This design comes from an exercise in tuning for small area on the open sky130 flow, not from production work.
Only simulation tests tie the RTL to the original design; equivalence was not proved.
Power is estimated from default activity; no workload was simulated.

==> flow/design.v (excerpt) <==
module Top_Student (input clk, input rst, input btnC, btnU, btnL, btnR, btnD, input [12:0] pixel_index,
    output reg [15:0] pixel_data, output reg [9:0] led, output [6:0] seg, output [3:0] an);
==> flow/config.mk <==
export PLATFORM = sky130hd
export DESIGN_NAME = Top_Student
export DESIGN_NICKNAME = Top_Student
export VERILOG_FILES = /design/flow/design.v
export SDC_FILE = /design/flow/constraint.sdc
export NUM_CORES = 4
export LEC_CHECK = 0
export CAP_MARGIN = 20
export CORE_MARGIN = 2
export CORE_UTILIZATION = 40
export SLEW_MARGIN = 20
==> flow/constraint.sdc <==
create_clock -name core_clock -period 35.0 [get_ports {clk}]
set_input_delay 7.0000 -clock core_clock [delete_from_list [all_inputs] [get_ports {clk}]]
set_output_delay 7.0000 -clock core_clock [all_outputs]
set_load 0.01 [all_outputs]
standard.sh (not shown) runs the stock make flow with config.mk's settings and CLKGATE_MAP_FILE= SYNTH_SCRIPT=/design/flow/synth_recipe.tcl, a recipe that flattens the netlist after the stock synthesis.
==> flow/flow/run.sh <==
#!/bin/bash
# Own layout flow: the standard synthesis, then the combinational logic
# between the registers is re-mapped with a stronger ABC script (registers,
# their names and cell types are kept as the standard synthesis made them),
# then the standard layout from the re-mapped netlist.
set -euo pipefail
W=$(pwd)
P=${FLOW_PLATFORM:-sky130hd}
R=$W/orfs/results/$P/Top_Student/base
L=$W/orfs/logs/$P/Top_Student/base
LIB=$FLOW_HOME/platforms/$P/lib/sky130_fd_sc_hd__tt_025C_1v80.lib
YOSYS=$FLOW_HOME/../tools/install/yosys/bin/yosys
[ -x "$YOSYS" ] || YOSYS=yosys

bash standard.sh synth > std_synth.log 2>&1

cp $R/1_2_yosys.v $W/std_1_2_yosys.v
DU=$(grep -o -- "-dont_use [A-Za-z0-9_]*" $L/1_2_yosys.log | sort -u | tr '\n' ' ')
SEQ=$(grep -o "sky130_fd_sc_hd__[a-z0-9_]*" $W/std_1_2_yosys.v | sort -u | grep -E "__(df|ed|sd|dl|conb)" | tr '\n' ' ')
sed -e "s#@LIB@#$LIB#g" -e "s#@DU@#$DU#g" -e "s#@SEQ@#$SEQ#g" -e "s#@IN@#$W/std_1_2_yosys.v#g" -e "s#@OUT@#$W/reopt.v#g" \
    $W/flow/reopt.ys.in > $W/reopt.ys
$YOSYS -l $W/reopt.log $W/reopt.ys > /dev/null 2>&1

cp $W/reopt.v $R/1_2_yosys.v
rm -f $R/1_synth.odb $R/1_synth.sdc
bash standard.sh finish > std_finish.log 2>&1
==> flow/flow/reopt.ys.in <==
read_liberty -ignore_miss_func @LIB@
read_verilog @IN@
hierarchy -top Top_Student
setattr -mod -set keep_hierarchy 1 @SEQ@
flatten
opt -full
abc -liberty @LIB@ @DU@ -script +strash;&get,-n;&fraig,-x;&put;scorr;dc2;strash;&get,-n;&deepsyn,-T,150;&put;&get,-n;&dch,-f;&nf,-R,1000;&put
opt_clean -purge
hilomap -singleton -hicell sky130_fd_sc_hd__conb_1 HI -locell sky130_fd_sc_hd__conb_1 LO
splitnets
insbuf -buf sky130_fd_sc_hd__buf_4 A X
opt_clean -purge
stat -liberty @LIB@
select Top_Student
write_verilog -noattr -noexpr -nohex -nodec -selected @OUT@
Edit:
--- a/flow/config.mk
+++ b/flow/config.mk
@@ -10,0 +11,2 @@
+export CTS_CLUSTER_DIAMETER = 100
+export CTS_CLUSTER_SIZE = 25
Cell count came out lower by about 1%.
Die area is about the same.
Global-route usage climbs by 0.55 points.
Final area falls by 4.2%.
Via count drops by 0.47%.
Register-to-register slack gets better by 0.07 ns.
Clock power fell by 47%.
Routed wire length went up by 2.2%.
Setup slack gets worse by 0.26 ns.

========
Top_Student, a different RTL version from the one above (not shown whole).
For scale: roughly 4,000 cells after synthesis, roughly 32,000 um2 of cells after synthesis.
export LEC_CHECK = 0
export CAP_MARGIN = 20
export CORE_MARGIN = 2
export CORE_UTILIZATION = 60
export CTS_CLUSTER_DIAMETER = 100
export CTS_CLUSTER_SIZE = 25
export GPL_TIMING_DRIVEN = 0
export SLEW_MARGIN = 20
create_clock -name core_clock -period 35.0 [get_ports {clk}]
==> flow/flow/run.sh <==
#!/bin/bash
# Own layout flow: the standard synthesis, then the combinational logic
# between the registers is re-mapped with a stronger ABC script (registers,
# their names and cell types are kept as the standard synthesis made them),
# then the standard layout from the re-mapped netlist.
set -euo pipefail
W=$(pwd)
P=${FLOW_PLATFORM:-sky130hd}
R=$W/orfs/results/$P/Top_Student/base
L=$W/orfs/logs/$P/Top_Student/base
LIB=$FLOW_HOME/platforms/$P/lib/sky130_fd_sc_hd__tt_025C_1v80.lib
YOSYS=$FLOW_HOME/../tools/install/yosys/bin/yosys
[ -x "$YOSYS" ] || YOSYS=yosys

bash standard.sh synth > std_synth.log 2>&1

cp $R/1_2_yosys.v $W/std_1_2_yosys.v
DU=$(grep -o -- "-dont_use [A-Za-z0-9_]*" $L/1_2_yosys.log | sort -u | tr '\n' ' ')
SEQ=$(grep -o "sky130_fd_sc_hd__[a-z0-9_]*" $W/std_1_2_yosys.v | sort -u | grep -E "__(df|ed|sd|dl|conb)" | tr '\n' ' ')

# three ABC runs with different seeds for its deepsyn step; the smallest is kept
for S in 1 2 3; do
  sed -e "s#@LIB@#$LIB#g" -e "s#@DU@#$DU#g" -e "s#@SEQ@#$SEQ#g" -e "s#@IN@#$W/std_1_2_yosys.v#g" \
      -e "s#@OUT@#$W/reopt_$S.v#g" -e "s#@SEED@#$S#g" $W/flow/reopt.ys.in > $W/reopt_$S.ys
  $YOSYS -l $W/reopt_$S.log $W/reopt_$S.ys > /dev/null 2>&1 &
done
wait
BEST=""; BESTA=""
for S in 1 2 3; do
  A=$(grep "Chip area for top module" $W/reopt_$S.log | tail -1 | awk '{print $NF}')
  [ -n "$A" ] && [ -s $W/reopt_$S.v ] || continue
  if [ -z "$BEST" ] || awk "BEGIN{exit !($A < $BESTA)}"; then BEST=$S; BESTA=$A; fi
done
echo "kept ABC run $BEST, area $BESTA" > $W/reopt_choice.log
cp $W/reopt_$BEST.v $R/1_2_yosys.v
rm -f $R/1_synth.odb $R/1_synth.sdc
# every port still gets a buffer (buffer_ports in global placement), the
# smallest one, which is plenty for these ports at this clock period
bash standard.sh finish "BUFFER_PORTS_ARGS=-buffer_cell sky130_fd_sc_hd__buf_1" > std_finish.log 2>&1
==> flow/flow/reopt.ys.in <==
read_liberty -ignore_miss_func @LIB@
read_verilog @IN@
hierarchy -top Top_Student
setattr -mod -set keep_hierarchy 1 @SEQ@
flatten
opt -full
abc -liberty @LIB@ @DU@ -script +strash;&get,-n;&fraig,-x;&put;scorr;dc2;strash;&get,-n;&deepsyn,-T,300,-S,@SEED@;&put;&get,-n;&dch,-f;&nf,-R,1000;&put
opt_clean -purge
hilomap -singleton -hicell sky130_fd_sc_hd__conb_1 HI -locell sky130_fd_sc_hd__conb_1 LO
splitnets
insbuf -buf sky130_fd_sc_hd__buf_4 A X
opt_clean -purge
stat -liberty @LIB@
select Top_Student
write_verilog -noattr -noexpr -nohex -nodec -selected @OUT@
Rerun with:
--- a/flow/flow/run.sh
+++ b/flow/flow/run.sh
@@ -37,3 +37 @@
-# every port still gets a buffer (buffer_ports in global placement), the
-# smallest one, which is plenty for these ports at this clock period
-bash standard.sh finish "BUFFER_PORTS_ARGS=-buffer_cell sky130_fd_sc_hd__buf_1" > std_finish.log 2>&1
+bash standard.sh finish > std_finish.log 2>&1
--- a/flow/flow/reopt.ys.in
+++ b/flow/flow/reopt.ys.in
@@ -7 +7 @@
-abc -liberty @LIB@ @DU@ -script +strash;&get,-n;&fraig,-x;&put;scorr;dc2;strash;&get,-n;&deepsyn,-T,300,-S,@SEED@;&put;&get,-n;&dch,-f;&nf,-R,1000;&put
+abc -liberty @LIB@ @DU@ -script +strash;&get,-n;&fraig,-x;&put;scorr;dc2;strash;&get,-n;&deepsyn,-T,150,-S,@SEED@;&put;&get,-n;&dch,-f;&nf,-R,1000;&put
--- a/flow/config.mk
+++ b/flow/config.mk
@@ -10 +10 @@
-export CORE_UTILIZATION = 60
+export CORE_UTILIZATION = 40
@@ -13 +12,0 @@
-export GPL_TIMING_DRIVEN = 0
Worst hold slack got worse by 0.0064 ns.
Core utilization goes down by 21 points.
Worst setup slack improves by 2.3 ns.
Non-clock buffer count rose by 40.
Combinational power went down by about 6%.
Total power grows by about 0.9%.
First-iteration DRC count went down by 2.9%.

-- what the ideal ports hide --
The results above use ideal ports. As a check the final layouts listed here were re-extracted and re-timed, cells and wires unchanged.
Step 1 assumes that a clkbuf_16 drives the clock port and a buf_2 every other input.
Step 2 also shifts input and output timing later by t, the mid clock arrival at the registers, as if the neighbouring blocks saw the same clock.
a / b / c = no drivers / after step 1 / after step 2; a / b = the first two.
run | t (ns) | setup slack, ns | latest minus earliest clock arrival (ns) | worst slew at a driven data input, ns
the first run of note 1 | 0.694 | 21.138 / 21.181 / 20.487 | 0.028 / 0.028 | 0.07
the second run of note 1 | 0.703 | 20.876 / 20.902 / 20.200 | 0.041 / 0.041 | 0.06
the first run of note 2 | 0.673 | 18.840 / 18.872 / 18.199 | 0.019 / 0.019 | 0.08
the second run of note 2 | 0.693 | 21.182 / 21.227 / 20.534 | 0.029 / 0.029 | 0.08
After both steps setup and hold are still met in every run listed. For the second run of note 1, which loses most, drivers alone change the setup slack by +0.026 ns; drivers and shift together by -0.676 ns.
